This is an optimization exercise on Yosys and OpenROAD, whose aim is small area, not a production implementation. Function was checked by simulation only, so behaviour that the tests miss may differ from the original. Power and IR drop assume default switching activity.

### flow/config.mk
export PLATFORM = sky130hd
export DESIGN_NAME = PIO
export DESIGN_NICKNAME = PIO
export VERILOG_FILES = /design/flow/design.v
export SDC_FILE = /design/flow/constraint.sdc
export NUM_CORES = 4
export LEC_CHECK = 0
export CAP_MARGIN = 0
export CORE_MARGIN = 2
export CORE_UTILIZATION = 40
export SLEW_MARGIN = 0
### flow/constraint.sdc
create_clock -name core_clock -period 8.0 [get_ports {user_clk}]
set_input_delay 1.6000 -clock core_clock [delete_from_list [all_inputs] [get_ports {user_clk}]]
set_output_delay 1.6000 -clock core_clock [all_outputs]
set_load 0.01 [all_outputs]
### flow/design.v
`timescale 1ps/1ps
module PIO_TO_CTRL #(
  parameter TCQ = 1
) (
  input               clk,
  input               rst_n,
  input               req_compl,
  input               compl_done,
  input               cfg_to_turnoff,
  output  reg         cfg_turnoff_ok
  );
  reg                 trn_pending;
  always @ ( posedge clk ) begin
    if (!rst_n )
    begin
      trn_pending <= 0;
    end
    else
    begin
      if (!trn_pending && req_compl)
        trn_pending <= 1'b1;
      else if (compl_done)
        trn_pending <= 1'b0;
    end
  end
  always @ ( posedge clk ) begin
    if (!rst_n )
    begin
      cfg_turnoff_ok <= 1'b0;
    end
    else
    begin
      if ( cfg_to_turnoff  && !trn_pending)
        cfg_turnoff_ok <= 1'b1;
      else
        cfg_turnoff_ok <= 1'b0;
    end
  end
endmodule  
`default_nettype none
`timescale 1ps/1ps
module TX_MUX # (
	parameter C_DATA_WIDTH = 64,
	parameter TCQ = 1,
	parameter KEEP_WIDTH = C_DATA_WIDTH / 8
)(
	input wire clk,
	input wire sys_rst,
	input wire s_axis_tx_tready,
	output wire [C_DATA_WIDTH-1:0] s_axis_tx_tdata,
	output wire [KEEP_WIDTH-1:0] s_axis_tx_tkeep,
	output wire s_axis_tx_tlast,
	output wire s_axis_tx_tvalid,
	output wire tx_src_dsc,
	input wire s_axis_tx1_req,
	output reg s_axis_tx1_ack,
	output wire s_axis_tx1_tready,
	input wire [C_DATA_WIDTH-1:0] s_axis_tx1_tdata,
	input wire [KEEP_WIDTH-1:0] s_axis_tx1_tkeep,
	input wire s_axis_tx1_tlast,
	input wire s_axis_tx1_tvalid,
	input wire tx1_src_dsc,
	input wire s_axis_tx2_req,
	output reg s_axis_tx2_ack,
	output wire s_axis_tx2_tready,
	input wire [C_DATA_WIDTH-1:0] s_axis_tx2_tdata,
	input wire [KEEP_WIDTH-1:0] s_axis_tx2_tkeep,
	input wire s_axis_tx2_tlast,
	input wire s_axis_tx2_tvalid,
	input wire tx2_src_dsc
);
always @(posedge clk) begin
	if (sys_rst) begin
		s_axis_tx1_ack <= 1'b0;
		s_axis_tx2_ack <= 1'b0;
	end else begin
		case ({s_axis_tx2_ack, s_axis_tx1_ack})
		2'b00: begin
			if (s_axis_tx1_req)
				s_axis_tx1_ack <= 1'b1;
			else if (s_axis_tx2_req)
				s_axis_tx2_ack <= 1'b1;
			else begin
				s_axis_tx1_ack <= 1'b0;
				s_axis_tx2_ack <= 1'b0;
			end
		end
		2'b01: begin
			if (~s_axis_tx1_req) begin
				s_axis_tx1_ack <= 1'b0;
				if (s_axis_tx2_req)
					s_axis_tx2_ack <= 1'b1;
			end
		end
		2'b10: begin
			if (~s_axis_tx2_req) begin
				s_axis_tx2_ack <= 1'b0;
				if (s_axis_tx1_req)
					s_axis_tx1_ack <= 1'b1;
			end
		end
		2'b11: begin
		end
		endcase
	end
end
assign s_axis_tx1_tready= s_axis_tx_tready & s_axis_tx1_ack;
assign s_axis_tx2_tready= s_axis_tx_tready & s_axis_tx2_ack;
assign s_axis_tx_tdata  = s_axis_tx2_tdata | (s_axis_tx1_tdata & {C_DATA_WIDTH{s_axis_tx1_tvalid & ~s_axis_tx2_ack}});
assign s_axis_tx_tkeep  = s_axis_tx2_ack ? s_axis_tx2_tkeep:  s_axis_tx1_tkeep;
assign s_axis_tx_tlast  = s_axis_tx2_ack ? s_axis_tx2_tlast:  s_axis_tx1_tlast;
assign s_axis_tx_tvalid = s_axis_tx2_ack ? s_axis_tx2_tvalid: s_axis_tx1_tvalid;
assign tx_src_dsc       = s_axis_tx2_ack ? tx2_src_dsc:       tx1_src_dsc;
endmodule  
`default_nettype wire
`default_nettype none
`timescale 1ps/1ps
module PIO_EP_MEM_ACCESS  #(
	parameter TCQ = 1
) (
	input wire clk,
	input wire sys_rst,
	output wire soft_reset,
	input wire        rd_bar0,      
	input wire  [5:0] rd_idx,       
	output wire [31:0] rd_data,
	input wire  [2:0] wr_tgt,       
	input wire  [3:0] wr_be,
	input wire [31:0] wr_data,
	input wire        wr_en,
	output reg  [2:0] dma_testmode,
	output reg [31:2] dma_addrl,
	output reg [15:0] dma_addrh,
	output reg [31:2] dma_length,
	output reg [31:0] dma_para,
	input wire        st_valid,
	input wire [11:0] dma_tx_pps,
	input wire [19:0] dma_tx_dw,
	input wire [11:0] dma_rx_pps,
	input wire [21:0] dma_rx_dw,
	input wire  [2:0] debug_valid,
	input wire [31:0] debug1,
	input wire [31:0] debug2,
	input wire [31:0] debug3,
	input wire [15:0] debug4,
	input wire        user_lnk_up,
	input wire [15:0] cfg_command,
	input wire [15:0] cfg_dcommand,
	input wire [15:0] cfg_lcommand,
	output reg  [1:0] pl_directed_link_change,
	output reg  [1:0] pl_directed_link_width,
	output reg        pl_directed_link_speed,
	output wire       pl_directed_link_auton,
	input wire        pl_directed_change_done,
	input wire        pl_sel_lnk_rate,
	input wire  [1:0] pl_sel_lnk_width,
	input wire  [5:0] pl_ltssm_state
);
reg [31:0] read_data;
reg req_link_change;
reg req_link_speed;
reg [1:0] req_link_width;
function [15:0] size_bytes;
	input [2:0] code;
	case (code)
	3'b000: size_bytes = 16'd128;
	3'b001: size_bytes = 16'd256;
	3'b010: size_bytes = 16'd512;
	3'b011: size_bytes = 16'd1024;
	3'b100: size_bytes = 16'd2048;
	3'b101: size_bytes = 16'd4096;
	default: size_bytes = 16'd0;
	endcase
endfunction
wire nr = ~sys_rst;
wire s00 = (rd_idx == 6'h00) & nr;
wire s01 = (rd_idx == 6'h01) & nr;
wire s02 = (rd_idx == 6'h02) & nr;
wire s03 = (rd_idx == 6'h03) & nr;
wire s04 = (rd_idx == 6'h04) & nr;
wire s05 = (rd_idx == 6'h05) & nr;
wire s06 = (rd_idx == 6'h06) & nr;
wire s08 = (rd_idx == 6'h08) & st_valid & nr;
wire s09 = (rd_idx == 6'h09) & st_valid & nr;
wire s0a = (rd_idx == 6'h0a) & st_valid & nr;
wire s0b = (rd_idx == 6'h0b) & st_valid & nr;
wire s10 = (rd_idx == 6'h10) & debug_valid[0] & nr;
wire s11 = (rd_idx == 6'h11) & debug_valid[1] & nr;
wire s12 = (rd_idx == 6'h12) & debug_valid[2] & nr;
wire s13 = (rd_idx == 6'h13) & nr;
wire [31:0] rd_mux =
	({32{s00}} & {3'h0, pl_sel_lnk_rate, 2'h0, pl_sel_lnk_width, 21'h0, dma_testmode}) |
	({32{s01}} & dma_para) |
	({32{s02}} & {cfg_command, cfg_lcommand}) |
	({32{s03}} & {size_bytes(cfg_dcommand[7:5]), size_bytes(cfg_dcommand[14:12])}) |
	({32{s04}} & {16'h0, dma_addrh}) |
	({32{s05}} & {dma_addrl, 2'b00}) |
	({32{s06}} & {dma_length, 2'b00}) |
	({32{s08}} & {20'h0, dma_tx_pps}) |
	({32{s09}} & {12'h0, dma_tx_dw}) |
	({32{s0a}} & {20'h0, dma_rx_pps}) |
	({32{s0b}} & {10'h0, dma_rx_dw}) |
	({32{s10}} & debug1) |
	({32{s11}} & debug2) |
	({32{s12}} & debug3) |
	({32{s13}} & {16'h0, debug4});
wire [31:0] wd = wr_data & {32{nr}};
wire we0 = wr_en && (wr_tgt == 3'd1);
wire we1 = wr_en && (wr_tgt == 3'd2);
wire we4 = wr_en && (wr_tgt == 3'd3);
wire we5 = wr_en && (wr_tgt == 3'd4);
wire we6 = wr_en && (wr_tgt == 3'd5);
always @(posedge clk) begin
	if (sys_rst | rd_bar0)
		read_data <= rd_mux;
	req_link_change <= we0 & wr_be[0] & nr;
	if (sys_rst | (we0 & wr_be[0])) begin
		req_link_speed <= wd[28];
		req_link_width <= wd[25:24];
	end
	if (sys_rst | (we0 & wr_be[3])) dma_testmode <= wd[2:0];
	if (sys_rst | (we1 & wr_be[0])) dma_para[31:24] <= wd[31:24];
	if (sys_rst | (we1 & wr_be[1])) dma_para[23:16] <= wd[23:16] | {3'b000, sys_rst, 1'b0, sys_rst, sys_rst, 1'b0};
	if (sys_rst | (we1 & wr_be[2])) dma_para[15: 8] <= wd[15:8] | {4'b0000, sys_rst, 1'b0, sys_rst, 1'b0};
	if (sys_rst | (we1 & wr_be[3])) dma_para[ 7: 0] <= wd[7:0] | {3'b000, sys_rst, 4'b0000};
	if (sys_rst | (we4 & wr_be[2])) dma_addrh[15: 8] <= wd[15:8];
	if (sys_rst | (we4 & wr_be[3])) dma_addrh[ 7: 0] <= wd[7:0] | {6'b000000, sys_rst, 1'b0};
	if (sys_rst | (we5 & wr_be[0])) dma_addrl[31:24] <= wd[31:24];
	if (sys_rst | (we5 & wr_be[1])) dma_addrl[23:16] <= wd[23:16];
	if (sys_rst | (we5 & wr_be[2])) dma_addrl[15: 8] <= wd[15:8];
	if (sys_rst | (we5 & wr_be[3])) dma_addrl[ 7: 2] <= wd[7:2];
	if (sys_rst | (we6 & wr_be[0])) dma_length[31:24] <= wd[31:24];
	if (sys_rst | (we6 & wr_be[1])) dma_length[23:16] <= wd[23:16];
	if (sys_rst | (we6 & wr_be[2])) dma_length[15: 8] <= wd[15:8];
	if (sys_rst | (we6 & wr_be[3])) dma_length[ 7: 2] <= wd[7:2];
end
localparam LC_IDLE  = 2'b00;
localparam LC_WAIT  = 2'b01;
localparam LC_WAIT2 = 2'b10;
reg [1:0] lc_state;
always @(posedge clk) begin
	if (sys_rst) begin
		lc_state <= LC_IDLE;
		pl_directed_link_change <= 2'b00;
		pl_directed_link_speed <= 1'b0;
		pl_directed_link_width <= 2'b00;
	end else begin
		case (lc_state)
		LC_IDLE: begin
			if (req_link_change && ((req_link_speed != pl_sel_lnk_rate) || (req_link_width != pl_sel_lnk_width)))
				lc_state <= LC_WAIT;
		end
		LC_WAIT: begin
			if (user_lnk_up && pl_ltssm_state == 6'h16) begin
				if (req_link_speed != pl_sel_lnk_rate) begin
					pl_directed_link_change[1] <= 1'b1;
					pl_directed_link_speed <= req_link_speed;
				end
				if (req_link_width != pl_sel_lnk_width) begin
					pl_directed_link_change[0] <= 1'b1;
					pl_directed_link_width <= req_link_width;
				end
				lc_state <= LC_WAIT2;
			end
		end
		LC_WAIT2: begin
			if (pl_directed_change_done || !user_lnk_up) begin
				pl_directed_link_change <= 2'b00;
				pl_directed_link_speed <= 1'b0;
				pl_directed_link_width <= 2'b00;
				lc_state <= LC_IDLE;
			end
		end
		default: ;
		endcase
	end
end
assign pl_directed_link_auton = 1'b0;
assign soft_reset = req_link_change;
assign rd_data = rd_bar0 ? read_data : 32'h0;
endmodule
`default_nettype wire
`timescale 1ps/1ps
module PIO_RX_ENGINE  #(
  parameter TCQ = 1,
  parameter C_DATA_WIDTH = 64,
  parameter KEEP_WIDTH = C_DATA_WIDTH / 8
) (
  input                         clk,
  input                         rst_n,
  input  [C_DATA_WIDTH-1:0]     m_axis_rx_tdata,
  input                         m_axis_rx_tvalid,
  input    [21:0]               m_axis_rx_tuser,
  output reg         req_compl,
  output reg         req_compl_wd,
  input              compl_done,
  output reg [2:0]   req_tc,
  output reg         req_td,
  output reg         req_ep,
  output reg [1:0]   req_attr,
  output reg [9:0]   req_len,
  output reg [15:0]  req_rid,
  output reg [7:0]   req_tag,
  output reg [3:0]   req_be,
  output reg         req_bar0,       
  output reg [5:0]   req_idx,        
  output reg [2:0]   wr_tgt,         
  output reg [3:0]   wr_be,
  output reg [31:0]  wr_data,
  output reg         wr_en
);
  localparam S_RST   = 3'd0;
  localparam S_RD    = 3'd1;    
  localparam S_WR32  = 3'd2;    
  localparam S_WR64  = 3'd3;    
  localparam S_DW3   = 3'd4;    
  localparam S_WAITW = 3'd5;    
  localparam S_WAITR = 3'd6;    
  localparam S_WAITS = 3'd7;    
  localparam T_NONE = 3'd0;
  localparam T_R00  = 3'd1;
  localparam T_R01  = 3'd2;
  localparam T_R04  = 3'd3;
  localparam T_R05  = 3'd4;
  localparam T_R06  = 3'd5;
  reg [2:0] state;
  reg       stuck;
  reg       rx_ready;
  wire sof_present = m_axis_rx_tuser[14];
  wire sof_mid     = m_axis_rx_tuser[13];
  wire bar0 = m_axis_rx_tuser[2] & ~m_axis_rx_tuser[4] & ~m_axis_rx_tuser[8];
  wire [63:0] hdr = sof_mid ? m_axis_rx_tdata[127:64] : m_axis_rx_tdata[63:0];
  wire [6:0]  fmt_type = hdr[30:24];
  wire        fmt_b7   = hdr[31];
  wire [9:0]  len      = hdr[9:0];
  wire        len1     = (len == 10'd1);
  wire        lennz    = (len != 10'd0);
  wire is_rd32 = (fmt_type == 7'b00_00000);
  wire is_wr32 = (fmt_type == 7'b10_00000);
  wire is_rd64 = (fmt_type == 7'b01_00000);
  wire is_wr64 = (fmt_type == 7'b11_00000);
  wire is_iord = (fmt_type == 7'b00_00010);
  wire is_iowr = (fmt_type == 7'b10_00010);
  function [2:0] tgt;
    input       b0;
    input [5:0] idx;
    begin
      if (!b0)
        tgt = T_NONE;
      else case (idx)
        6'h00: tgt = T_R00;
        6'h01: tgt = T_R01;
        6'h04: tgt = T_R04;
        6'h05: tgt = T_R05;
        6'h06: tgt = T_R06;
        default: tgt = T_NONE;
      endcase
    end
  endfunction
  wire sop = m_axis_rx_tvalid && rx_ready && sof_present;
  wire ld_rd_mid  = sof_mid && (((is_rd32 || is_rd64) && lennz) || (is_iord && len1));
  wire ld_rd_rt   = !sof_mid && (is_rd32 || is_rd64 || is_iord) && len1;
  wire ld_io      = is_iowr && len1;
  wire ld_wbe     = (is_wr32 || is_wr64 || is_iowr) && len1;
  always @(posedge clk) begin
    if (sop) begin
      req_len <= len;
      if (ld_rd_mid || ld_rd_rt || ld_io) begin
        req_tc   <= hdr[22:20];
        req_td   <= hdr[15];
        req_ep   <= hdr[14];
        req_attr <= hdr[13:12];
        req_rid  <= hdr[63:48];
        req_tag  <= hdr[47:40];
      end
      if (ld_wbe)
        wr_be <= hdr[35:32];
      stuck <= fmt_b7;
    end
    if (sop && !sof_mid && (is_wr32 || is_iowr)) begin
      wr_data <= m_axis_rx_tdata[127:96];
    end else if (state == S_WR32) begin
      wr_data <= m_axis_rx_tdata[63:32];
    end else if (state == S_WR64) begin
      wr_data <= m_axis_rx_tdata[95:64];
    end else begin
      wr_data <= m_axis_rx_tdata[31:0];
    end
    if (sop && !sof_mid)
      wr_tgt <= tgt(bar0, m_axis_rx_tdata[71:66]);
    else if (state == S_WR32 || state == S_WR64)
      wr_tgt <= tgt(bar0, m_axis_rx_tdata[7:2]);
  end
  always @(posedge clk) begin
    if (!rst_n) begin
      rx_ready     <= 1'b0;
      req_compl    <= 1'b0;
      req_compl_wd <= 1'b1;
      req_be       <= 4'b0;
      req_bar0     <= 1'b0;
      req_idx      <= 6'b0;
      wr_en        <= 1'b0;
      state        <= S_RST;
    end else begin
      wr_en        <= 1'b0;
      req_compl    <= 1'b0;
      case (state)
        S_RST: begin
          rx_ready     <= 1'b1;
          req_compl_wd <= 1'b1;
          if (sop) begin
            rx_ready <= 1'b0;
            if (sof_mid) begin
              if (ld_rd_mid)
                req_be <= hdr[35:32];
              if (ld_rd_mid)
                state <= S_RD;
              else if ((is_wr32 || is_iowr) && len1)
                state <= S_WR32;
              else if (is_wr64 && len1)
                state <= S_WR64;
            end else begin
              if (ld_rd_rt) begin
                req_be    <= hdr[35:32];
                req_bar0  <= bar0;
                req_idx   <= m_axis_rx_tdata[71:66];
                req_compl <= 1'b1;
                state     <= fmt_b7 ? S_WAITS : S_WAITR;
              end else if ((is_wr32 || is_iowr) && len1) begin
                wr_en     <= 1'b1;
                if (is_iowr) begin
                  req_compl    <= 1'b1;
                  req_compl_wd <= 1'b0;
                end
                state     <= fmt_b7 ? S_WAITS : S_WAITW;
              end else if (is_wr64) begin
                if (len1)
                  state <= S_DW3;
                else
                  state <= fmt_b7 ? S_WAITS : S_WAITW;
              end
            end
          end
        end
        S_RD: if (m_axis_rx_tvalid) begin
          req_bar0     <= bar0;
          req_idx      <= m_axis_rx_tdata[7:2];
          req_compl    <= 1'b1;
          req_compl_wd <= 1'b1;
          state        <= stuck ? S_WAITS : S_WAITR;
        end
        S_WR32, S_WR64, S_DW3: if (m_axis_rx_tvalid) begin
          wr_en <= 1'b1;
          state <= stuck ? S_WAITS : S_WAITW;
        end
        S_WAITW: begin
          rx_ready <= 1'b1;
          state    <= S_RST;
        end
        S_WAITR: if (compl_done) begin
          rx_ready <= 1'b1;
          state    <= S_RST;
        end
        default: ;
      endcase
    end
  end
endmodule  
`default_nettype none
`timescale 1ps/1ps
module PIO_TX_ENGINE    #(
  parameter C_DATA_WIDTH = 64,
  parameter TCQ = 1,
  parameter KEEP_WIDTH = C_DATA_WIDTH / 8
)(
  input wire        clk,
  input wire        rst_n,
  output  reg                     s_axis_tx_req,
  input wire                      s_axis_tx_ack,
  input wire                      s_axis_tx_tready,
  output  reg [C_DATA_WIDTH-1:0]  s_axis_tx_tdata,    
  output  wire [KEEP_WIDTH-1:0]   s_axis_tx_tkeep,
  output  wire                    s_axis_tx_tlast,
  output  reg                     s_axis_tx_tvalid,
  output wire                     tx_src_dsc,
  input wire                      req_compl,
  input wire                      req_compl_wd,
  output wire                     compl_done,
  input wire [2:0]                req_tc,
  input wire                      req_td,
  input wire                      req_ep,
  input wire [1:0]                req_attr,
  input wire [9:0]                req_len,
  input wire [15:0]               req_rid,
  input wire [7:0]                req_tag,
  input wire [3:0]                req_be,
  input wire [4:0]                req_addr,      
  input wire [31:0]               rd_data,
  input wire [15:0]               completer_id
);
localparam PIO_CPLD_FMT_TYPE      = 7'b10_01010;
localparam PIO_CPL_FMT_TYPE       = 7'b00_01010;
  reg [3:0]   rd_be;
  reg [11:0]  byte_count;
  reg [6:0]   lower_addr;
  reg         req_compl_q, req_compl_wd_q;
  reg         req_compl_q2, req_compl_wd_q2;
  reg         hold_state;
  reg         keep_hi, keep_lo;
  assign tx_src_dsc = 1'b0;
  always @(posedge clk)
    rd_be <= req_be;
  always @ (rd_be) begin
    casex (rd_be[3:0])
      4'b1xx1 : byte_count = 12'h004;
      4'b01x1 : byte_count = 12'h003;
      4'b1x10 : byte_count = 12'h003;
      4'b0011 : byte_count = 12'h002;
      4'b0110 : byte_count = 12'h002;
      4'b1100 : byte_count = 12'h002;
      4'b0001 : byte_count = 12'h001;
      4'b0010 : byte_count = 12'h001;
      4'b0100 : byte_count = 12'h001;
      4'b1000 : byte_count = 12'h001;
      4'b0000 : byte_count = 12'h001;
      default : byte_count = 12'h001;
    endcase
  end
  always @ (rd_be or req_addr or req_compl_wd_q2) begin
    casex ({req_compl_wd_q2, rd_be[3:0]})
       5'b1_0000 : lower_addr = {req_addr[4:0], 2'b00};
       5'b1_xxx1 : lower_addr = {req_addr[4:0], 2'b00};
       5'b1_xx10 : lower_addr = {req_addr[4:0], 2'b01};
       5'b1_x100 : lower_addr = {req_addr[4:0], 2'b10};
       5'b1_1000 : lower_addr = {req_addr[4:0], 2'b11};
       default   : lower_addr = 7'h0;
    endcase
  end
  always @ ( posedge clk ) begin
    if (!rst_n) begin
      req_compl_q     <= 1'b0;
      req_compl_wd_q  <= 1'b1;
      req_compl_q2    <= 1'b0;
      req_compl_wd_q2 <= 1'b0;
    end else begin
      req_compl_q     <= req_compl;
      req_compl_wd_q  <= req_compl_wd;
      req_compl_q2    <= req_compl_q;
      req_compl_wd_q2 <= req_compl_wd_q;
    end
  end
  wire pending = req_compl_q2 | hold_state;
  wire send    = pending & s_axis_tx_tready & s_axis_tx_ack;
  always @ ( posedge clk ) begin
    if (send)
      s_axis_tx_tdata <= {
                          rd_data,                   
                          req_rid,                   
                          req_tag,                   
                          {1'b0},                    
                          lower_addr,                
                          completer_id,              
                          {3'b0},                    
                          {1'b0},                    
                          byte_count,                
                          {1'b0},                    
                          (req_compl_wd_q2 ?
                          PIO_CPLD_FMT_TYPE :
                          PIO_CPL_FMT_TYPE),         
                          {1'b0},                    
                          req_tc,                    
                          {4'b0},                    
                          req_td,                    
                          req_ep,                    
                          req_attr,                  
                          {2'b0},                    
                          req_len                    
                          };
  end
  always @ ( posedge clk ) begin
    if (!rst_n) begin
      s_axis_tx_tvalid  <= 1'b0;
      keep_hi           <= 1'b0;
      keep_lo           <= 1'b0;
      s_axis_tx_req     <= 1'b0;
      hold_state        <= 1'b0;
    end else if (pending) begin
      if (send) begin
        s_axis_tx_tvalid  <= 1'b1;
        keep_hi           <= req_compl_wd_q2;
        keep_lo           <= 1'b1;
        hold_state        <= 1'b0;
        s_axis_tx_req     <= 1'b0;
      end else begin
        hold_state        <= 1'b1;
        s_axis_tx_req     <= 1'b1;
      end
    end else begin
      s_axis_tx_tvalid  <= 1'b0;
      keep_hi           <= 1'b1;
      keep_lo           <= 1'b1;
    end
  end
  assign s_axis_tx_tlast = s_axis_tx_tvalid;
  assign compl_done      = s_axis_tx_tvalid;
  assign s_axis_tx_tkeep = {{4{keep_hi}}, {12{keep_lo}}};
endmodule  
`default_nettype wire
`default_nettype none
`timescale 1ps/1ps
module PIO_DMATEST # (
	parameter C_DATA_WIDTH = 64,
	parameter TCQ = 1,
	parameter KEEP_WIDTH = C_DATA_WIDTH / 8
)(
	input wire clk,
	input wire sys_rst,
	input wire soft_reset,
	input wire s_axis_other_req,
	output reg s_axis_tx_req,
	input wire s_axis_tx_ack,
	input wire s_axis_tx_tready,
	output wire [C_DATA_WIDTH-1:0] s_axis_tx_tdata,
	output wire [KEEP_WIDTH-1:0] s_axis_tx_tkeep,
	output wire s_axis_tx_tlast,
	output wire s_axis_tx_tvalid,
	output wire tx_src_dsc,
	input wire [15:0] cfg_completer_id,
	input wire [C_DATA_WIDTH-1:0] m_axis_rx_tdata,
	input wire [KEEP_WIDTH-1:0] m_axis_rx_tkeep,
	input wire m_axis_rx_tlast,
	input wire m_axis_rx_tvalid,
	input wire [21:0] m_axis_rx_tuser,
	input wire [15:0] cfg_command,
	input wire [15:0] cfg_dcommand,
	input wire [15:0] cfg_lcommand,
	input wire [15:0] cfg_dcommand2,
	input wire  [2:0] dma_testmode,
	input wire [31:2] dma_addrl,
	input wire [15:0] dma_addrh,
	input wire [31:2] dma_length,
	input wire [31:0] dma_para,
	output reg        st_valid,
	output wire [11:0] dma_tx_pps,
	output wire [19:0] dma_tx_dw,
	output wire [11:0] dma_rx_pps,
	output wire [21:0] dma_rx_dw,
	output reg  [2:0] debug_valid,
	output reg [31:0] debug1,
	output reg [31:0] debug2,
	output reg [31:0] debug3,
	output wire [15:0] debug4
);
wire sof_present = m_axis_rx_tuser[14];
reg oneshot_1sec;
reg [11:0] lfsr_1sec;
wire lfsr_end = (lfsr_1sec == 12'he9d);
always @(posedge clk) begin
	if (sys_rst) begin
		lfsr_1sec <= 12'h001;
		oneshot_1sec <= 1'b0;
	end else begin
		oneshot_1sec <= lfsr_end;
		if (lfsr_end)
			lfsr_1sec <= 12'h001;
		else
			lfsr_1sec <= {lfsr_1sec[10:0], lfsr_1sec[11] ^ lfsr_1sec[10] ^ lfsr_1sec[9] ^ lfsr_1sec[3]};
	end
end
localparam TLP_TX_IDLE      = 2'd0;
localparam TLP_TX_WRITE     = 2'd1;
localparam TLP_TX_READ      = 2'd2;
localparam TLP_TX_READWAIT  = 2'd3;
localparam K_ZERO = 3'd0;
localparam K_W1   = 3'd1;
localparam K_W2   = 3'd2;
localparam K_W3   = 3'd3;
localparam K_W4   = 3'd4;
localparam K_WH   = 3'd5;	 
localparam K_RH   = 3'd6;	 
reg [1:0] tx_state;
reg rw_wait;
reg [15:0] tlp_tx_count;
reg [11:0] tlp_tx_pps;
reg [19:0] tlp_tx_dw;
reg [11:0] tlp_rx_pps;
reg [21:0] tlp_rx_dw;
reg [11:0] st_tx_pps;
reg [19:0] st_tx_dw;
reg [11:0] st_rx_pps;
reg [21:0] st_rx_dw;
reg [31:2] dma_addr;
reg [31:2] dma_len;
reg [7:0] tlp_tx_tag;
reg [7:0] tlp_rx_tag;
reg tx_done;
reg rx_done;
reg [15:0] tlp_remain;
reg [15:0] debug4_r;
reg [2:0]  kind;
reg [31:0] b_hi;	 
reg [15:0] b_ah;	 
reg [15:0] b_cid;	 
reg [7:0]  b_tag;	 
reg [7:0]  b_len;	 
wire read_fire = (tlp_tx_count == {8'h00, dma_para[15:8]});
wire read_send = read_fire && (tlp_remain <= dma_para[31:16]);
wire go_on = s_axis_tx_tready && !s_axis_other_req;
always @(posedge clk) begin
	if (sys_rst) begin
		dma_addr <= 30'h0;
		tlp_tx_tag <= 8'h0;
		tlp_rx_tag <= 8'h0;
		tlp_tx_pps <= 12'h0;
		tlp_tx_dw <= 20'h0;
		s_axis_tx_req <= 1'b0;
		kind <= K_ZERO;
		tx_done <= 1'b0;
		tx_state <= TLP_TX_IDLE;
		rw_wait <= 1'b0;
	end else begin
		tx_done <= 1'b0;
		rw_wait <= 1'b0;
		kind <= K_ZERO;
		if (oneshot_1sec) begin
			tlp_tx_pps <= 12'h0;
			tlp_tx_dw <= 20'h0;
		end
		case (tx_state)
		TLP_TX_IDLE: begin
			tlp_tx_count <= 16'h0;
			if (rw_wait) begin
			end else if (dma_testmode != 3'h0 && s_axis_other_req == 1'b0) begin
				if (dma_addr == 30'h0) begin
					dma_addr <= dma_addrl;
					dma_len  <= dma_length;
				end
				s_axis_tx_req <= 1'b1;
				if (s_axis_tx_ack && s_axis_tx_tready) begin
					if (dma_testmode == 3'b001)
						tx_state <= TLP_TX_WRITE;
					else if (dma_testmode[1])
						tx_state <= TLP_TX_READ;
					else if (dma_testmode[2])
						rw_wait <= 1'b1;
				end
			end else
				s_axis_tx_req <= 1'b0;
		end
		TLP_TX_WRITE: begin
			tlp_tx_count <= tlp_tx_count + 16'h1;
			case (tlp_tx_count[2:0])
			3'd0: kind <= K_WH;
			3'd1: kind <= K_W1;
			3'd2: kind <= K_W2;
			3'd3: kind <= K_W3;
			3'd4: begin
				kind <= K_W4;
				tx_done <= 1'b1;
				if (!oneshot_1sec)
					tlp_tx_pps <= tlp_tx_pps + 12'h1;
				dma_addr <= dma_addr + {22'h00, dma_para[7:0]};
				dma_len <= dma_len - {22'h00, dma_para[7:0]};
				tlp_tx_tag <= tlp_tx_tag + 8'h1;
				if (dma_len == 30'h00) begin
					dma_addr <= dma_addrl;
					dma_len  <= dma_length;
				end
				if (go_on)
					tlp_tx_count <= 16'h0;
			end
			default: begin
				s_axis_tx_req <= 1'b0;
				tx_state <= TLP_TX_IDLE;
			end
			endcase
		end
		TLP_TX_READ: begin
			tlp_tx_count <= tlp_tx_count + 16'h1;
			if (read_fire) begin
				tlp_tx_count <= 16'h0;
				if (read_send) begin
					tx_done <= 1'b1;
					kind <= K_RH;
					if (!oneshot_1sec) begin
						tlp_tx_pps <= tlp_tx_pps + 12'h1;
						tlp_tx_dw <= tlp_tx_dw + {12'h0, dma_para[7:0]};
					end
					dma_addr <= dma_addr + {22'h00, dma_para[7:0]};
					dma_len <= dma_len - {22'h00, dma_para[7:0]};
					tlp_rx_tag <= tlp_rx_tag + 8'h1;
					if (dma_len == 30'h00) begin
						dma_addr <= dma_addrl;
						dma_len  <= dma_length;
					end
					if (go_on && dma_testmode[0])
						tx_state <= TLP_TX_READWAIT;
				end
				if (!go_on) begin
					s_axis_tx_req <= 1'b0;
					tx_state <= TLP_TX_IDLE;
				end
			end
		end
		TLP_TX_READWAIT: begin
			if (!go_on) begin
				s_axis_tx_req <= 1'b0;
				tx_state <= TLP_TX_IDLE;
			end else if (rx_done)
				tx_state <= TLP_TX_READ;
		end
		endcase
	end
end
always @(posedge clk) begin
	if (tx_state == TLP_TX_WRITE && tlp_tx_count[2:0] == 3'd1)
		b_hi <= {20'h0, tlp_tx_pps};
	else
		b_hi <= {dma_addr, 2'b00};
	b_ah <= dma_addrh;
	b_cid <= cfg_completer_id;
	b_tag <= (tx_state == TLP_TX_WRITE) ? tlp_tx_tag : tlp_rx_tag;
	b_len <= dma_para[7:0];
end
wire k_wh = (kind == K_WH) & s_axis_tx_ack;
wire k_rh = (kind == K_RH) & s_axis_tx_ack;
wire k_h  = k_wh | k_rh;
wire k_w1 = (kind == K_W1) & s_axis_tx_ack;
wire k_w2 = (kind == K_W2) & s_axis_tx_ack;
wire k_w3 = (kind == K_W3) & s_axis_tx_ack;
wire k_w4 = (kind == K_W4) & s_axis_tx_ack;
assign s_axis_tx_tvalid = (kind != K_ZERO);
assign s_axis_tx_tlast  = (kind == K_W4) | (kind == K_RH);
assign s_axis_tx_tkeep  = {KEEP_WIDTH{s_axis_tx_tvalid}};
assign s_axis_tx_tdata  =
	({128{k_h}}  & {b_hi, 16'h0, b_ah, b_cid, b_tag, 8'hFF, 8'h00, 8'h00, 8'h00, b_len}) |
	({128{k_wh}} & 128'h00000000_00000000_00000000_60000000) |
	({128{k_rh}} & 128'h00000000_00000000_00000000_20000000) |
	({128{k_w1}} & {b_hi, 96'hFFFF0000_FFFFFFFF_55D50040}) |
	({128{k_w2}} & 128'h0A5AC0A8_00004011_002E0000_08004500) |
	({128{k_w3}} & 128'hCC00CC00_001A0000_02660D5E_0165C0A8) |
	({128{k_w4}} & 128'h40414243_3C3D3E3F_38393A3B_34353637);
assign tx_src_dsc = 1'b0;
wire cpld = m_axis_rx_tuser[13] ? (m_axis_rx_tdata[94:88] == 7'b1001010)
                                : (m_axis_rx_tdata[30:24] == 7'b1001010);
wire rx_hit = m_axis_rx_tvalid && sof_present && cpld;
always @(posedge clk) begin
	if (sys_rst) begin
		tlp_rx_pps <= 12'h0;
		tlp_rx_dw <= 22'h0;
		rx_done <= 1'b0;
		debug_valid <= 3'b000;
	end else begin
		if (oneshot_1sec) begin
			tlp_rx_pps <= 12'h0;
			tlp_rx_dw <= 22'h0;
		end
		rx_done <= rx_hit;
		if (rx_hit) begin
			if (tlp_rx_pps == 12'd0) debug_valid[0] <= 1'b1;
			if (tlp_rx_pps == 12'd1) debug_valid[1] <= 1'b1;
			if (tlp_rx_pps == 12'd2) debug_valid[2] <= 1'b1;
			if (!oneshot_1sec) begin
				tlp_rx_pps <= tlp_rx_pps + 12'h1;
				tlp_rx_dw <= tlp_rx_dw + {12'h0, m_axis_rx_tuser[13] ? m_axis_rx_tdata[73:64] : m_axis_rx_tdata[9:0]};
			end
		end
	end
end
always @(posedge clk) begin
	if (oneshot_1sec) begin
		st_tx_pps <= tlp_tx_pps;
		st_tx_dw <= tlp_tx_dw;
		st_rx_pps <= tlp_rx_pps;
		st_rx_dw <= tlp_rx_dw;
	end
	if (rx_hit && tlp_rx_pps == 12'd0) debug1 <= m_axis_rx_tdata[127:96];
	if (rx_hit && tlp_rx_pps == 12'd1) debug2 <= m_axis_rx_tdata[127:96];
	if (rx_hit && tlp_rx_pps == 12'd2) debug3 <= m_axis_rx_tdata[127:96];
end
always @(posedge clk) begin
	if (sys_rst)
		st_valid <= 1'b0;
	else if (oneshot_1sec)
		st_valid <= 1'b1;
end
always @(posedge clk) begin
	if (sys_rst || soft_reset) begin
		tlp_remain <= 16'd0;
		if (sys_rst)
			debug4_r <= 16'h0;
	end else begin
		debug4_r <= tlp_remain;
		if (tx_done == 1'b1 && rx_done == 1'b0)
			tlp_remain <= tlp_remain + 16'd1;
		else if (tx_done == 1'b0 && rx_done == 1'b1)
			tlp_remain <= tlp_remain - 16'd1;
	end
end
assign dma_tx_pps = st_tx_pps;
assign dma_tx_dw  = st_tx_dw;
assign dma_rx_pps = st_rx_pps;
assign dma_rx_dw  = st_rx_dw;
assign debug4     = debug4_r;
endmodule
`default_nettype wire
`timescale 1ps/1ps
module PIO_EP #(
  parameter C_DATA_WIDTH = 64,	     
  parameter KEEP_WIDTH = C_DATA_WIDTH / 8,	       
  parameter TCQ	= 1
) (
  input			 sys_rst,
  input			 clk,
  input			 rst_n,
  input                  user_lnk_up,
  output  [1:0]                 pl_directed_link_change,
  output  [1:0]                 pl_directed_link_width,
  output                        pl_directed_link_speed,
  output                        pl_directed_link_auton,
  input                         pl_directed_change_done,
  input                         pl_sel_lnk_rate,
  input [1:0]                   pl_sel_lnk_width,
  input [5:0]                   pl_ltssm_state,
  input			 s_axis_tx_tready,
  output  [C_DATA_WIDTH-1:0]    s_axis_tx_tdata,
  output  [KEEP_WIDTH-1:0]      s_axis_tx_tkeep,
  output			s_axis_tx_tlast,
  output			s_axis_tx_tvalid,
  output			tx_src_dsc,
  input   [C_DATA_WIDTH-1:0]    m_axis_rx_tdata,
  input   [KEEP_WIDTH-1:0]      m_axis_rx_tkeep,
  input			 m_axis_rx_tlast,
  input			 m_axis_rx_tvalid,
  output			m_axis_rx_tready,
  input   [21:0]		m_axis_rx_tuser,
  output			req_compl,
  output			compl_done,
  input   [15:0]		cfg_completer_id,
  input [15:0]                  cfg_command,
  input [15:0]                  cfg_dcommand,
  input [15:0]                  cfg_lcommand,
  input [15:0]                  cfg_dcommand2,
	input [3:0] dipsw,
	output [7:0] led
);
    wire  [13:0]      rd_addr;
    wire  [3:0]       rd_be;
    wire  [31:0]      rd_data;
    wire  [2:0]       wr_tgt;
    wire  [3:0]       wr_be;
    wire  [31:0]      wr_data;
    wire	      wr_en;
    wire	      wr_busy;
    wire	      req_compl_int;
    wire	      req_compl_wd;
    wire	      compl_done_int;
    wire  [2:0]       req_tc;
    wire	      req_td;
    wire	      req_ep;
    wire  [1:0]       req_attr;
    wire  [9:0]       req_len;
    wire  [15:0]      req_rid;
    wire  [7:0]       req_tag;
    wire  [3:0]       req_be;
    wire              req_bar0;
    wire  [5:0]       req_idx;
    wire  [15:0]      req_addr = {1'b0, req_bar0, 6'b0, req_idx, 2'b00};
    wire              m_axis_rx_tready1;
    assign m_axis_rx_tready = 1'b1;  
wire  [2:0] dma_testmode;
wire [31:2] dma_addrl;
wire [15:0] dma_addrh;
wire [31:2] dma_length;
wire [31:0] dma_para;
wire        st_valid;
wire [11:0] dma_tx_pps;
wire [19:0] dma_tx_dw;
wire [11:0] dma_rx_pps;
wire [21:0] dma_rx_dw;
wire  [2:0] debug_valid;
wire soft_reset;
wire [7:0] debug = 8'h00;
wire [31:0] debug1, debug2, debug3;
wire [15:0] debug4;
    PIO_EP_MEM_ACCESS  #(
       .TCQ( TCQ )
       ) EP_MEM_inst (
      .sys_rst(sys_rst),
      .clk(clk),
      .soft_reset(soft_reset),
      .rd_bar0(req_bar0),
      .rd_idx(req_idx),
      .rd_data(rd_data),
      .wr_tgt(wr_tgt),
      .wr_be(wr_be),
      .wr_data(wr_data),
      .wr_en(wr_en),
      .dma_testmode(dma_testmode),
      .dma_addrl(dma_addrl),
      .dma_addrh(dma_addrh),
      .dma_length(dma_length),
      .dma_para(dma_para),
      .st_valid(st_valid),
      .dma_tx_pps(dma_tx_pps),
      .dma_tx_dw(dma_tx_dw),
      .dma_rx_pps(dma_rx_pps),
      .dma_rx_dw(dma_rx_dw),
      .debug_valid(debug_valid),
      .debug1(debug1),
      .debug2(debug2),
      .debug3(debug3),
      .debug4(debug4),
      .user_lnk_up(user_lnk_up),
      .cfg_command( cfg_command ),
      .cfg_dcommand( cfg_dcommand ),
      .cfg_lcommand( cfg_lcommand ),
      .pl_directed_link_auton( pl_directed_link_auton ),
      .pl_directed_link_change( pl_directed_link_change ),
      .pl_directed_link_speed( pl_directed_link_speed ),
      .pl_directed_link_width( pl_directed_link_width ),
      .pl_directed_change_done( pl_directed_change_done ),
      .pl_sel_lnk_rate ( pl_sel_lnk_rate ),
      .pl_sel_lnk_width ( pl_sel_lnk_width ),
      .pl_ltssm_state ( pl_ltssm_state )
      );
  PIO_RX_ENGINE #(
    .C_DATA_WIDTH( C_DATA_WIDTH ),
    .KEEP_WIDTH( KEEP_WIDTH ),
    .TCQ( TCQ )
  ) EP_RX_inst (
    .clk(clk),
    .rst_n(rst_n),
    .m_axis_rx_tdata( m_axis_rx_tdata ),
    .m_axis_rx_tvalid( m_axis_rx_tvalid ),
    .m_axis_rx_tuser ( m_axis_rx_tuser ),
    .req_compl(req_compl_int),
    .req_compl_wd(req_compl_wd),
    .compl_done(compl_done_int),
    .req_tc(req_tc),
    .req_td(req_td),
    .req_ep(req_ep),
    .req_attr(req_attr),
    .req_len(req_len),
    .req_rid(req_rid),
    .req_tag(req_tag),
    .req_be(req_be),
    .req_bar0(req_bar0),
    .req_idx(req_idx),
    .wr_tgt(wr_tgt),
    .wr_be(wr_be),
    .wr_data(wr_data),
    .wr_en(wr_en)
  );
wire s_axis_tx1_req, s_axis_tx2_req;
wire s_axis_tx1_ack, s_axis_tx2_ack;
wire s_axis_tx1_tready, s_axis_tx2_tready;
wire [C_DATA_WIDTH-1:0] s_axis_tx1_tdata, s_axis_tx2_tdata;
wire [KEEP_WIDTH-1:0] s_axis_tx1_tkeep, s_axis_tx2_tkeep;
wire s_axis_tx1_tlast, s_axis_tx2_tlast;
wire s_axis_tx1_tvalid, s_axis_tx2_tvalid;
wire tx1_src_dsc, tx2_src_dsc;
TX_MUX # (
	.C_DATA_WIDTH( C_DATA_WIDTH ),
	.KEEP_WIDTH( KEEP_WIDTH ),
	.TCQ( TCQ )
) TXMUX_inst (
	.clk(clk),
	.sys_rst(sys_rst),
	.s_axis_tx_tready(s_axis_tx_tready),
	.s_axis_tx_tdata(s_axis_tx_tdata),
	.s_axis_tx_tkeep(s_axis_tx_tkeep),
	.s_axis_tx_tlast(s_axis_tx_tlast),
	.s_axis_tx_tvalid(s_axis_tx_tvalid),
	.tx_src_dsc(tx_src_dsc),
	.s_axis_tx1_req(s_axis_tx1_req),
	.s_axis_tx1_ack(s_axis_tx1_ack),
	.s_axis_tx1_tready(s_axis_tx1_tready),
	.s_axis_tx1_tdata(s_axis_tx1_tdata),
	.s_axis_tx1_tkeep(s_axis_tx1_tkeep),
	.s_axis_tx1_tlast(s_axis_tx1_tlast),
	.s_axis_tx1_tvalid(s_axis_tx1_tvalid),
	.tx1_src_dsc(tx1_src_dsc),
	.s_axis_tx2_req(s_axis_tx2_req),
	.s_axis_tx2_ack(s_axis_tx2_ack),
	.s_axis_tx2_tready(s_axis_tx2_tready),
	.s_axis_tx2_tdata(s_axis_tx2_tdata),
	.s_axis_tx2_tkeep(s_axis_tx2_tkeep),
	.s_axis_tx2_tlast(s_axis_tx2_tlast),
	.s_axis_tx2_tvalid(s_axis_tx2_tvalid),
	.tx2_src_dsc(tx2_src_dsc)
);
  PIO_TX_ENGINE #(
    .C_DATA_WIDTH( C_DATA_WIDTH ),
    .KEEP_WIDTH( KEEP_WIDTH ),
    .TCQ( TCQ )
  )EP_TX_inst(
    .clk(clk),				   
    .rst_n(rst_n),			       
    .s_axis_tx_req(s_axis_tx1_req),
    .s_axis_tx_ack(s_axis_tx1_ack),
    .s_axis_tx_tready( s_axis_tx1_tready ),       
    .s_axis_tx_tdata( s_axis_tx1_tdata ),	 
    .s_axis_tx_tkeep( s_axis_tx1_tkeep ),	 
    .s_axis_tx_tlast( s_axis_tx1_tlast ),	 
    .s_axis_tx_tvalid( s_axis_tx1_tvalid ),       
    .tx_src_dsc( tx1_src_dsc ),		   
    .req_compl(req_compl_int),		 
    .req_compl_wd(req_compl_wd),	       
    .compl_done(compl_done_int),		 
    .req_tc(req_tc),			   
    .req_td(req_td),			   
    .req_ep(req_ep),			   
    .req_attr(req_attr),		       
    .req_len(req_len),			 
    .req_rid(req_rid),			 
    .req_tag(req_tag),			 
    .req_be(req_be),			   
    .req_addr(req_idx[4:0]),
    .rd_data(rd_data),			 
    .completer_id(cfg_completer_id)	    
    );
PIO_DMATEST # (
	.C_DATA_WIDTH( C_DATA_WIDTH ),
	.KEEP_WIDTH( KEEP_WIDTH ),
	.TCQ( TCQ )
) PIO_DMATEST_inst (
	.clk(clk),
	.sys_rst(sys_rst),
        .soft_reset(soft_reset),
	.s_axis_other_req(s_axis_tx1_req),
	.s_axis_tx_req(s_axis_tx2_req),
	.s_axis_tx_ack(s_axis_tx2_ack),
	.s_axis_tx_tready( s_axis_tx2_tready ),       
	.s_axis_tx_tdata( s_axis_tx2_tdata ),	 
	.s_axis_tx_tkeep( s_axis_tx2_tkeep ),	 
	.s_axis_tx_tlast( s_axis_tx2_tlast ),	 
	.s_axis_tx_tvalid( s_axis_tx2_tvalid ),       
	.tx_src_dsc( tx2_src_dsc ),		   
	.cfg_completer_id(cfg_completer_id),    
	.m_axis_rx_tdata( m_axis_rx_tdata ),     
	.m_axis_rx_tkeep( m_axis_rx_tkeep ),     
	.m_axis_rx_tlast( m_axis_rx_tlast ),     
	.m_axis_rx_tvalid( m_axis_rx_tvalid ),   
	.m_axis_rx_tuser ( m_axis_rx_tuser ),    
        .cfg_command( cfg_command ),
        .cfg_dcommand( cfg_dcommand ),
        .cfg_lcommand( cfg_lcommand ),
        .cfg_dcommand2( cfg_dcommand2 ),
	.dma_testmode(dma_testmode),
	.dma_addrl(dma_addrl),
	.dma_addrh(dma_addrh),
	.dma_length(dma_length),
	.dma_para(dma_para),
	.st_valid(st_valid),
	.dma_tx_pps(dma_tx_pps),
	.dma_tx_dw(dma_tx_dw),
	.dma_rx_pps(dma_rx_pps),
	.dma_rx_dw(dma_rx_dw),
	.debug_valid(debug_valid),
	.debug1(debug1),
	.debug2(debug2),
	.debug3(debug3),
	.debug4(debug4)
);
assign led = debug;
assign req_compl  = req_compl_int;
assign compl_done = compl_done_int;
endmodule  
`timescale 1ps/1ps
module PIO #(
  parameter C_DATA_WIDTH = 128,             
  parameter KEEP_WIDTH = C_DATA_WIDTH / 8,               
  parameter TCQ        = 1
)(
  input                         sys_rst,
  input                         user_clk,
  input                         user_reset,
  input                         user_lnk_up,
  output  [1:0]                 pl_directed_link_change,
  output  [1:0]                 pl_directed_link_width,
  output                        pl_directed_link_speed,
  output                        pl_directed_link_auton,
  input                         pl_directed_change_done,
  input                         pl_sel_lnk_rate,
  input [1:0]                   pl_sel_lnk_width,
  input [5:0]                   pl_ltssm_state,
  input                         s_axis_tx_tready,
  output  [C_DATA_WIDTH-1:0]    s_axis_tx_tdata,
  output  [KEEP_WIDTH-1:0]      s_axis_tx_tkeep,
  output                        s_axis_tx_tlast,
  output                        s_axis_tx_tvalid,
  output                        tx_src_dsc,
  input  [C_DATA_WIDTH-1:0]     m_axis_rx_tdata,
  input  [KEEP_WIDTH-1:0]       m_axis_rx_tkeep,
  input                         m_axis_rx_tlast,
  input                         m_axis_rx_tvalid,
  output                        m_axis_rx_tready,
  input    [21:0]               m_axis_rx_tuser,
  input                         cfg_to_turnoff,
  output                        cfg_turnoff_ok,
  input [15:0]                  cfg_completer_id,
  input [15:0]                  cfg_command,
  input [15:0]                  cfg_dcommand,
  input [15:0]                  cfg_lcommand,
  input [15:0]                  cfg_dcommand2,
	input [3:0] dipsw,
	output [7:0] led
);  
  wire          req_compl;
  wire          compl_done;
  reg           pio_reset_n;
  always @(posedge user_clk) begin
    if (user_reset)
        pio_reset_n <= 1'b0;
    else
        pio_reset_n <= user_lnk_up;
  end
  PIO_EP  #(
    .C_DATA_WIDTH( C_DATA_WIDTH ),
    .KEEP_WIDTH( KEEP_WIDTH ),
    .TCQ( TCQ )
  ) PIO_EP_inst (
    .sys_rst( sys_rst ),
    .clk( user_clk ),                              
    .rst_n( pio_reset_n ),                         
    .user_lnk_up( user_lnk_up ),
    .pl_directed_link_change( pl_directed_link_change ),
    .pl_directed_link_width( pl_directed_link_width ),
    .pl_directed_link_speed( pl_directed_link_speed ),
    .pl_directed_link_auton( pl_directed_link_auton ),
    .pl_directed_change_done ( pl_directed_change_done ),
    .pl_sel_lnk_rate ( pl_sel_lnk_rate ),
    .pl_sel_lnk_width ( pl_sel_lnk_width ),
    .pl_ltssm_state ( pl_ltssm_state ),
    .s_axis_tx_tready( s_axis_tx_tready ),         
    .s_axis_tx_tdata( s_axis_tx_tdata ),           
    .s_axis_tx_tkeep( s_axis_tx_tkeep ),           
    .s_axis_tx_tlast( s_axis_tx_tlast ),           
    .s_axis_tx_tvalid( s_axis_tx_tvalid ),         
    .tx_src_dsc( tx_src_dsc ),                     
    .m_axis_rx_tdata( m_axis_rx_tdata ),           
    .m_axis_rx_tkeep( m_axis_rx_tkeep ),           
    .m_axis_rx_tlast( m_axis_rx_tlast ),           
    .m_axis_rx_tvalid( m_axis_rx_tvalid ),         
    .m_axis_rx_tready( m_axis_rx_tready ),         
    .m_axis_rx_tuser ( m_axis_rx_tuser ),          
    .req_compl(req_compl),                         
    .compl_done(compl_done),                       
    .cfg_completer_id ( cfg_completer_id ),         
    .cfg_command( cfg_command ),
    .cfg_dcommand( cfg_dcommand ),
    .cfg_lcommand( cfg_lcommand ),
    .cfg_dcommand2( cfg_dcommand2 ),
	.dipsw(dipsw),
	.led(led)
  );
  PIO_TO_CTRL #(
    .TCQ( TCQ )
  ) PIO_TO_inst  (
    .clk( user_clk ),                        
    .rst_n( pio_reset_n ),                   
    .req_compl( req_compl ),                 
    .compl_done( compl_done ),               
    .cfg_to_turnoff( cfg_to_turnoff ),       
    .cfg_turnoff_ok( cfg_turnoff_ok )        
  );
endmodule  
### flow/flow/run.sh
#!/bin/bash
# Standard ORFS layout (the standard.sh, standard synthesis) with two changes:
#  - port buffers use sky130_fd_sc_hd__buf_1 (every port still gets its own buffer);
#  - clock tree: no dummy loads; clkbuf_16 root and trunk, clkbuf_4 leaf buffers
#    driving sink clusters of up to 8 flip-flops within 40 um.
# make's full output goes to flow_make.log; each ORFS step logs under orfs/logs/.
set -euo pipefail
bash standard.sh \
  "BUFFER_PORTS_ARGS=-buffer_cell sky130_fd_sc_hd__buf_1" \
  "CTS_ARGS=-sink_clustering_enable -repair_clock_nets -dont_use_dummy_load -buf_list {sky130_fd_sc_hd__clkbuf_4 sky130_fd_sc_hd__clkbuf_16} -root_buf sky130_fd_sc_hd__clkbuf_16 -tree_buf sky130_fd_sc_hd__clkbuf_16 -sink_clustering_buffer sky130_fd_sc_hd__clkbuf_4 -sink_clustering_size 8 -sink_clustering_max_diameter 40" \
  finish > flow_make.log 2>&1 || { tail -50 flow_make.log; exit 1; }
tail -5 flow_make.log
### flow/standard.sh
#!/bin/bash
# synth_recipe.tcl (not shown) runs the flow's synth.tcl, then flattens the netlist and writes it again
# the make line also repeats each setting of config.mk as NAME=value (left out here)
make -C /OpenROAD-flow-scripts/flow DESIGN_CONFIG=/design/flow/config.mk WORK_HOME=/design/flow/orfs CLKGATE_MAP_FILE= SYNTH_SCRIPT=/design/flow/synth_recipe.tcl "${@:-finish}"
==> results by group, run 1 <==
Pwr
  • Combinational Power Share: 15.6%
  • Clock power share: 26.5%
  • Switch share: 29.4%
  • Sw Pwr: 0.00253 W
  • Sequential share of power: 57.9%
  • Worst ir drop on vdd: 0.000119 V
  • Int Pwr: 0.00608 W
  • PD cells: 212 nW/um^2
  • Pleak: 14.3 nW

CTS
  • Clk buf depth: 3
  • # resized after CTS: 0
  • TritonCTS clock tree: built
  • Root buffer cell: clkbuf_16
  • Clock transition at path regs: 0.09 ns
  • H-tree depth: 3
  • Insertion delay to the later sink of the worst-skew pair: 0.64 ns
  • CTS buffer count: 120
  • Post-CTS Setup Bufs: 0
  • Clock sink total: 828
  • Hold buffer count at cts: 0

Final layout
  • Share of cells above drive strength 1: 8.33%
  • Util after Layout: 44.2%
  • Leading cell type in the layout, fill and taps excluded: edfxtp_1
  • Area grow syn2layout: 9.47%
  • Fin area: 40600 um^2
  • Layout Cells excl Fill: 4809
  • Most frequent cells in the layout: edfxtp_1 (519), buf_1 (349), dfxtp_1 (307)
  • Layout net count: 3929

STA
  • Count of final setup violators: 0
  • Clock Skew: 0.0517 ns
  • Final Cycle Share: 67.6%
  • Slew Limit Headroom: 3.32%
  • Hold violation count in the final report: 0
  • Setup TNS: 0 ns
  • Least-Margin Pin Slew: 1.45 ns
  • Count of pins over their slew limit: 0
  • Min cycle time layout: 5.41 ns
  • RSZ-0062 raised after global routing: no
  • Fmax: 185 MHz

Yosys
  • Post-synthesis sequential area ratio: 58.7%
  • Flop and latch count out of synthesis: 828
  • Post-Synthesis Cell Area: 37100 um^2
  • Cells after Synth: 3244
  • Warning count from the yosys run: 7
  • Post-synthesis async set-or-reset flop share: 0%
  • Top FF cell, synth: edfxtp_1
  • Synth unique cells: 78
  • Post-synth EDFFs: 519
  • Avg Cell Area, Syn: 11.4 um^2

Floorplanning
  • Core Footprint: 91800 um^2
  • Top-level port count: 431
  • Die area: 95100 um^2
  • Starting Density: 40.4%
  • Die Wd: 308 um
  • Die H: 308 um
  • Row count: 111

Critical path
  • Worst R2R Path Depth: 9
  • Crit Path Max Fanout: 24
  • R2r setup slk: 3.57 ns
  • Setup CP Type: flop to primary output
  • End of the worst register-to-register path: PIO_EP_inst.PIO_DMATEST_inst.dma_addr[14]$_SDFFE_PP0P_
  • Worst R2R Start: PIO_EP_inst.PIO_DMATEST_inst.dma_len[11]$_DFFE_PP_
  • CP arrival: 3.81 ns
  • Startpoint types: flop
  • Worst EP required: 6.40 ns
  • CP Capture Type: primary output

Outcome
  • Outcome: complete, no violations

Drt
  • Routed WL: 129 mm
  • Pre-antenna DRT Iters: 6
  • Drt wl/cell: 26.9 um
  • DR DRC count: 0
  • DR vias: 28100
  • ANT nets after route: 0
  • Starting DRT DRC Count: 3276
  • Vias/cell: 5.84

GRT
  • Gr usage total: 26.4%
  • Initial antenna violation count: 12
  • Global-route wire length before repair: 182 mm
  • Vias in the first global route: 26000
  • Grt ovf: 0
  • Largest net degree at the start of global routing: 79

Min path
  • Hold path depth: 0
  • HP Start: PIO_EP_inst.EP_RX_inst.req_be[3]$_SDFFE_PN0P_
  • HP Class: flop to flop
  • Min-Delay Endpoint: PIO_EP_inst.EP_TX_inst.rd_be[3]$_DFF_P_

Placement
  • Cell total after placement: 4688
  • Placer's final routability congestion estimate: 0.941
  • Detailed placer's ending HPWL: 94.5 mm
  • PortBufs: 351
  • Placement Cell Area: 39500 um^2

Flow run
  • MaxCap Viol Count: 0
[how the worst max path moves through the flow]
stage	end	startpoint
after CTS	s_axis_tx_tdata[20]	PIO_EP_inst.TXMUX_inst.s_axis_tx2_ack$_SDFFE_PP0P_
after detailed placement	PIO_EP_inst.PIO_DMATEST_inst.tlp_rx_dw[21]$_SDFF_PP0_	m_axis_rx_tuser[13]
after floorplan	PIO_EP_inst.EP_TX_inst.s_axis_tx_tdata[0]$_DFFE_PP_	s_axis_tx_tready
final	s_axis_tx_tdata[20]	PIO_EP_inst.TXMUX_inst.s_axis_tx2_ack$_SDFFE_PP0P_
after global placement	PIO_EP_inst.PIO_DMATEST_inst.tlp_rx_dw[21]$_SDFF_PP0_	m_axis_rx_tuser[13]
after global routing	s_axis_tx_tdata[48]	PIO_EP_inst.TXMUX_inst.s_axis_tx2_ack$_SDFFE_PP0P_
[metal layers]
layer	vias up	routed length, um	track usage (%)
met1	13800	53000	35.9
met2	1379	58400	40.6
met3	238	13400	7.10
met4	10	4510	9.33
met5	-	70	0
li1	12700	-	-
[sequential cells by signal, summed over array words and instances, names as in the netlist, 32 cells and up]
register                                cells
PIO_EP_inst.PIO_DMATEST_inst.b_hi          32
PIO_EP_inst.EP_MEM_inst.dma_para           32
PIO_EP_inst.EP_MEM_inst.read_data          32
PIO_EP_inst.PIO_DMATEST_inst.debug1        32
PIO_EP_inst.PIO_DMATEST_inst.debug3        32
PIO_EP_inst.EP_TX_inst.s_axis_tx_tdata    100
PIO_EP_inst.EP_RX_inst.wr_data             32
PIO_EP_inst.PIO_DMATEST_inst.debug2        32
[critical path, stage by stage (launching register included)]
cell	delay (ns)
dfxtp_1	0.67
nand2_1	0.29
nor3_2	0.68
buf_4	0.53
or2_2	0.59
a21o_1	0.14
buf_1	0.26
[kinds of logic after synthesis]
kind of cell | synth area share (%)
AO/OA/AOI/OAI | 14.4
XOR/XNOR | 2.74
adder cells (fa/ha/maj) | 3.27
buffers and inverters | 3.46
flip-flops | 58.7
multiplexers | 3.42
other | 0.0203
AND/OR/NAND/NOR | 13.9
[layout make-up]
class | instances | area (um^2)
clock buffer | 120 | 1060
multi-input combinational | 2132 | 14200
tap | 1243 | 1560
antenna | 1 | 2.50
inverter | 83 | 312
timing repair buffer | 402 | 1710
sequential | 828 | 21800
fill | 8785 | 51200
[synth_stat cells, drive strengths merged (30+ instances only)]
library cell | count | area [um^2]
dfxtp | 309 | 6190
xnor2 | 68 | 596
and2 | 88 | 551
a211oi | 30 | 225
nand4 | 33 | 206
xor2 | 48 | 420
a21oi | 177 | 886
nor3 | 50 | 250
a21o | 75 | 563
o21ai | 134 | 671
mux2 | 62 | 698
a22o | 48 | 420
a22oi | 58 | 435
inv | 83 | 312
a221o | 57 | 571
or3 | 33 | 211
and3 | 37 | 231
a221oi | 33 | 289
nor2 | 234 | 878
nand3 | 87 | 435
nor2b | 65 | 407
mux2i | 57 | 571
nor4 | 39 | 244
ha | 89 | 1110
edfxtp | 519 | 15600
clkbuf | 155 | 582
nand2 | 251 | 942
buf | 59 | 390
[through the flow]
step                worst slack, ns  power, W  hold WS, ns
detailed placement             2.47   0.00639        0.347
floorplan                      1.57   0.00594        0.330
CTS                            2.57   0.00861        0.363
global route                   2.46   0.00895        0.367
finish                         2.59   0.00862        0.364
global placement               2.51   0.00637        0.344
[power by group through the flow]
stage,Sequential (W),Clock [W],Combinational (W)
floorplan,0.00498,0,0.000963
global placement,0.00508,0,0.00130
detailed placement,0.00508,0,0.00131
CTS,0.00498,0.00231,0.00132
global route,0.00501,0.00248,0.00147
finish,0.00499,0.00228,0.00135
==> inputs of run 2 (changes only) <==
--- a/flow/design.v
+++ b/flow/design.v
@@ -694,5 +694,5 @@
 reg [7:0] tlp_tx_tag;
 reg [7:0] tlp_rx_tag;
-reg tx_done;
+wire tx_done;
 reg rx_done;
 reg [15:0] tlp_remain;
@@ -716,9 +716,7 @@
 		s_axis_tx_req <= 1'b0;
 		kind <= K_ZERO;
-		tx_done <= 1'b0;
 		tx_state <= TLP_TX_IDLE;
 		rw_wait <= 1'b0;
 	end else begin
-		tx_done <= 1'b0;
 		rw_wait <= 1'b0;
 		kind <= K_ZERO;
@@ -757,5 +755,4 @@
 			3'd4: begin
 				kind <= K_W4;
-				tx_done <= 1'b1;
 				if (!oneshot_1sec)
 					tlp_tx_pps <= tlp_tx_pps + 12'h1;
@@ -781,6 +778,5 @@
 				tlp_tx_count <= 16'h0;
 				if (read_send) begin
-					tx_done <= 1'b1;
-					kind <= K_RH;
+						kind <= K_RH;
 					if (!oneshot_1sec) begin
 						tlp_tx_pps <= tlp_tx_pps + 12'h1;
@@ -842,4 +838,5 @@
 	({128{k_w4}} & 128'h40414243_3C3D3E3F_38393A3B_34353637);
 assign tx_src_dsc = 1'b0;
+assign tx_done = (kind == K_W4) | (kind == K_RH);
 wire cpld = m_axis_rx_tuser[13] ? (m_axis_rx_tdata[94:88] == 7'b1001010)
                                 : (m_axis_rx_tdata[30:24] == 7'b1001010);
--- a/flow/config.mk
+++ b/flow/config.mk
@@ -6,6 +6,6 @@
 export NUM_CORES = 4
 export LEC_CHECK = 0
-export CAP_MARGIN = 0
+export CAP_MARGIN = 20
 export CORE_MARGIN = 2
 export CORE_UTILIZATION = 40
-export SLEW_MARGIN = 0
+export SLEW_MARGIN = 20
==> run 2 against run 1 <==
Net effect:
- largest cell class unchanged
- non-clock buffer count is 3 higher
- area after synthesis down 0.16%
- critical path type unchanged
- critical endpoint is now s_axis_tx_tdata[21]
- worst setup slack gained 0.028 ns
- hold slack better by 0.0012 ns
- still clean
==> results by group, run 2 <==
Outcome
  • Outcome: complete, no violations (unchanged)

Drt
  • ANT nets after route: 0 (unchanged)
  • Vias/cell: 5.82 (was 5.84)
  • DR DRC count: 0 (unchanged)
  • Routed WL: 127 mm (was 129 mm)
  • Pre-antenna DRT Iters: 10 (was 6)
  • Drt wl/cell: 26.2 um (was 26.9 um)
  • Starting DRT DRC Count: 3362 (was 3276)

Critical path
  • End of the worst register-to-register path: PIO_EP_inst.PIO_DMATEST_inst.tlp_remain[15]$_SDFFE_PP0P_ (was PIO_EP_inst.PIO_DMATEST_inst.dma_addr[14]$_SDFFE_PP0P_)
  • Worst EP required: 6.40 ns (about the same)
  • CP max stage delay: 0.67 ns (was 0.68 ns)
  • Critical path cell sequence: nand2b_1 > nor2_1 > and2_1 > or2_2 > a21o_1 > buf_1 (was nand2_1 > nor3_2 > buf_4 > or2_2 > a21o_1 > buf_1)
  • CP arrival: 3.78 ns (was 3.81 ns)
  • CP Capture Type: primary output (unchanged)
  • CP Launch Point: PIO_EP_inst.TXMUX_inst.s_axis_tx2_ack$_SDFFE_PP0P_ (unchanged)
  • Startpoint types: flop (unchanged)
  • Cell family with most CP delay: simple AND/OR/NAND/NOR gates (unchanged)
  • Setup CP Type: flop to primary output (unchanged)
  • Crit Path Max Fanout: 13 (was 24)
  • Bufs and invs on worst path: 1 (was 2)
  • Critical path's slowest cell: and2_1 (was nor3_2)
  • R2r setup slk: 3.81 ns (was 3.57 ns)
  • Cell count along the critical path: 6 (unchanged)

Min path
  • HP Class: flop to flop (unchanged)

Floorplanning
  • Row count: 111 (unchanged)
  • Starting Density: 40.4% (about the same)
  • Die area: 95000 um^2 (was 95100 um^2)
  • Core Footprint: 91700 um^2 (was 91800 um^2)
  • Top-level port count: 431 (unchanged)
  • Die Wd: 308 um (about the same)

Yosys
  • Post-synthesis async set-or-reset flop share: 0% (unchanged)
  • Post-Synthesis Cell Area: 37000 um^2 (was 37100 um^2)
  • Cells after Synth: 3293 (was 3244)
  • Top cells by count, synth: edfxtp_1 (519), nand2_1 (311), dfxtp_1 (308) (was edfxtp_1 (519), dfxtp_1 (309), nand2_1 (251))
  • Warning count from the yosys run: 7 (unchanged)
  • Synth unique cells: 81 (was 78)
  • Synth area leader: edfxtp_1 (unchanged)
  • Top FF cell, synth: edfxtp_1 (unchanged)
  • Flop and latch count out of synthesis: 827 (was 828)
  • Post-synth EDFFs: 519 (unchanged)
  • Post-synthesis sequential area ratio: 58.8% (was 58.7%)

STA
  • Fmax: 186 MHz (was 185 MHz)
  • Worst hold slack: 0.365 ns (was 0.364 ns)
  • Min cycle time layout: 5.38 ns (was 5.41 ns)
  • RSZ-0062 raised after global routing: no (unchanged)
  • Count of final setup violators: 0 (unchanged)
  • Setup TNS: 0 ns (unchanged)
  • Slew Limit Headroom: 22.6% (was 3.32%)
  • Least-Margin Pin Slew: 1.16 ns (was 1.45 ns)

CTS
  • TritonCTS clock tree: built (unchanged)
  • Clock transition at path regs: 0.09 ns (about the same)
  • Root buffer cell: clkbuf_16 (unchanged)
  • Insertion delay to the later sink of the worst-skew pair: 0.71 ns (was 0.64 ns)
  • CTS buffer count: 140 (was 120)
  • # resized after CTS: 0 (unchanged)

GRT
  • Met3 Track Usage GR: 7.17% (was 7.10%)
  • Global-route wire length before repair: 178 mm (was 182 mm)
  • M2 GR Usage: 38.4% (was 40.6%)
  • Busiest grt layer: met2 (unchanged)

Flow run
  • MaxCap Viol Count: 0 (unchanged)

Final layout
  • Util after Layout: 44.6% (was 44.2%)
  • Largest Register: PIO_EP_inst.EP_TX_inst.s_axis_tx_tdata (unchanged)
  • Share of cells above drive strength 1: 8.51% (was 8.33%)
  • Layout Cells excl Fill: 4833 (was 4809)
  • Most frequent cells in the layout: edfxtp_1 (519), buf_1 (349), nand2_1 (310) (was edfxtp_1 (519), buf_1 (349), dfxtp_1 (307))
  • Layout net count: 4007 (was 3929)
  • Area grow syn2layout: 10.3% (was 9.47%)

Pwr
  • Worst ir drop on vdd: 0.000188 V (was 0.000119 V)
  • PD cells: 219 nW/um^2 (was 212 nW/um^2)
  • Pleak: 14.4 nW (was 14.3 nW)

Placement
  • Dpl ws: 2.42 ns (was 2.47 ns)
-- run 2: worst min-delay path by stage --
stage                                                               end                                             from  cells past startpoint
finish              PIO_EP_inst.EP_TX_inst.s_axis_tx_tdata[8]$_DFFE_PP_      PIO_EP_inst.EP_RX_inst.req_len[8]$_DFFE_PP_                      0
global route        PIO_EP_inst.EP_TX_inst.s_axis_tx_tdata[8]$_DFFE_PP_      PIO_EP_inst.EP_RX_inst.req_len[8]$_DFFE_PP_                      0
CTS                 PIO_EP_inst.EP_TX_inst.s_axis_tx_tdata[8]$_DFFE_PP_      PIO_EP_inst.EP_RX_inst.req_len[8]$_DFFE_PP_                      0
detailed placement        PIO_EP_inst.PIO_DMATEST_inst.b_ah[13]$_DFF_P_  PIO_EP_inst.EP_MEM_inst.dma_addrh[13]$_DFFE_PP_                      0
global placement          PIO_EP_inst.PIO_DMATEST_inst.b_ah[13]$_DFF_P_  PIO_EP_inst.EP_MEM_inst.dma_addrh[13]$_DFFE_PP_                      0
floorplan                       PIO_EP_inst.EP_TX_inst.rd_be[0]$_DFF_P_    PIO_EP_inst.EP_RX_inst.req_be[0]$_SDFFE_PN0P_                      0
-- run 2: metal layers --
metal | vias up | part of all wire (%)
li1 | 12800 | -
met4 | 12 | 4.9
met1 | 13500 | 41
met5 | - | 0.099
met2 | 1455 | 43
met3 | 258 | 11
-- run 2: cells by family (layout without fill, tap and decap cells) --
kind of cell    Yosys count  count (layout)  synth area share [%]
simple gates           1062            1062                  14.1
flops                   827             827                  58.8
compound gates          782             782                  14.4
buf+inv                 301             638                  3.46
mux                     115             115                  3.31
xor+xnor                109             109                  2.58
fa+ha+maj                95              95                  3.31
other cells               2              19                0.0203
-- run 2: layout make-up --
cell class	count	area (um^2)
Clock buffer	140	1350
Tap cell	1186	1480
Multi-Input combinational cell	2178	14100
Sequential cell	827	21800
Inverter	93	349
Fill cell	8623	50800
Timing Repair Buffer	405	1750
Antenna cell	4	10.0
-- run 2: through the flow --
| stage | cell area [um^2] | total power [W] |
|---|---|---|
| after global routing | 40800 | 0.00931 |
| final | 40800 | 0.00894 |
| after global placement | 39500 | 0.00645 |
| after floorplan | 37100 | 0.00601 |
| after detailed placement | 39500 | 0.00647 |
| after CTS | 40800 | 0.00897 |
-- run 2: power breakdown --
part / leakage, nW / switching (W) / total (W) / internal (W)
combinational: 6.34 / 0.000938 / 0.00142 / 0.000479
sequential: 7.30 / 0.000204 / 0.00499 / 0.00479
clock: 0.775 / 0.00145 / 0.00253 / 0.00108

separate check: timing with driven ports:
The results above use ideal ports. As a check the final layouts listed here were re-extracted and re-timed, cells and wires unchanged.
Step 1 assumes that a clkbuf_16 drives the clock port and a buf_2 every other input.
Step 2 moves the port delays by t, midway between the first and last clock arrival at a register: inputs arrive t later, outputs are due t later. That takes back most of the time a late clock gives input paths.
Slacks: no drivers / after step 1 / after step 2; pairs: no drivers / after step 1.
| run | t (ns) | setup WS [ns] | worst setup path after step 2 | clock arrival spread, ns | worst slew at a driven data input, ns |
|---|---|---|---|---|---|
| run 1 | 0.685 | 2.591 / 2.522 / 2.383 | input to register | 0.052 / 0.053 | 0.16 |
| run 2 | 0.743 | 2.619 / 2.551 / 2.368 | input to register | 0.082 / 0.082 | 0.18 |
After both steps every run listed still meets setup and hold. For run 2, which loses most, drivers alone change the setup slack by -0.068 ns; drivers and shift together by -0.251 ns.
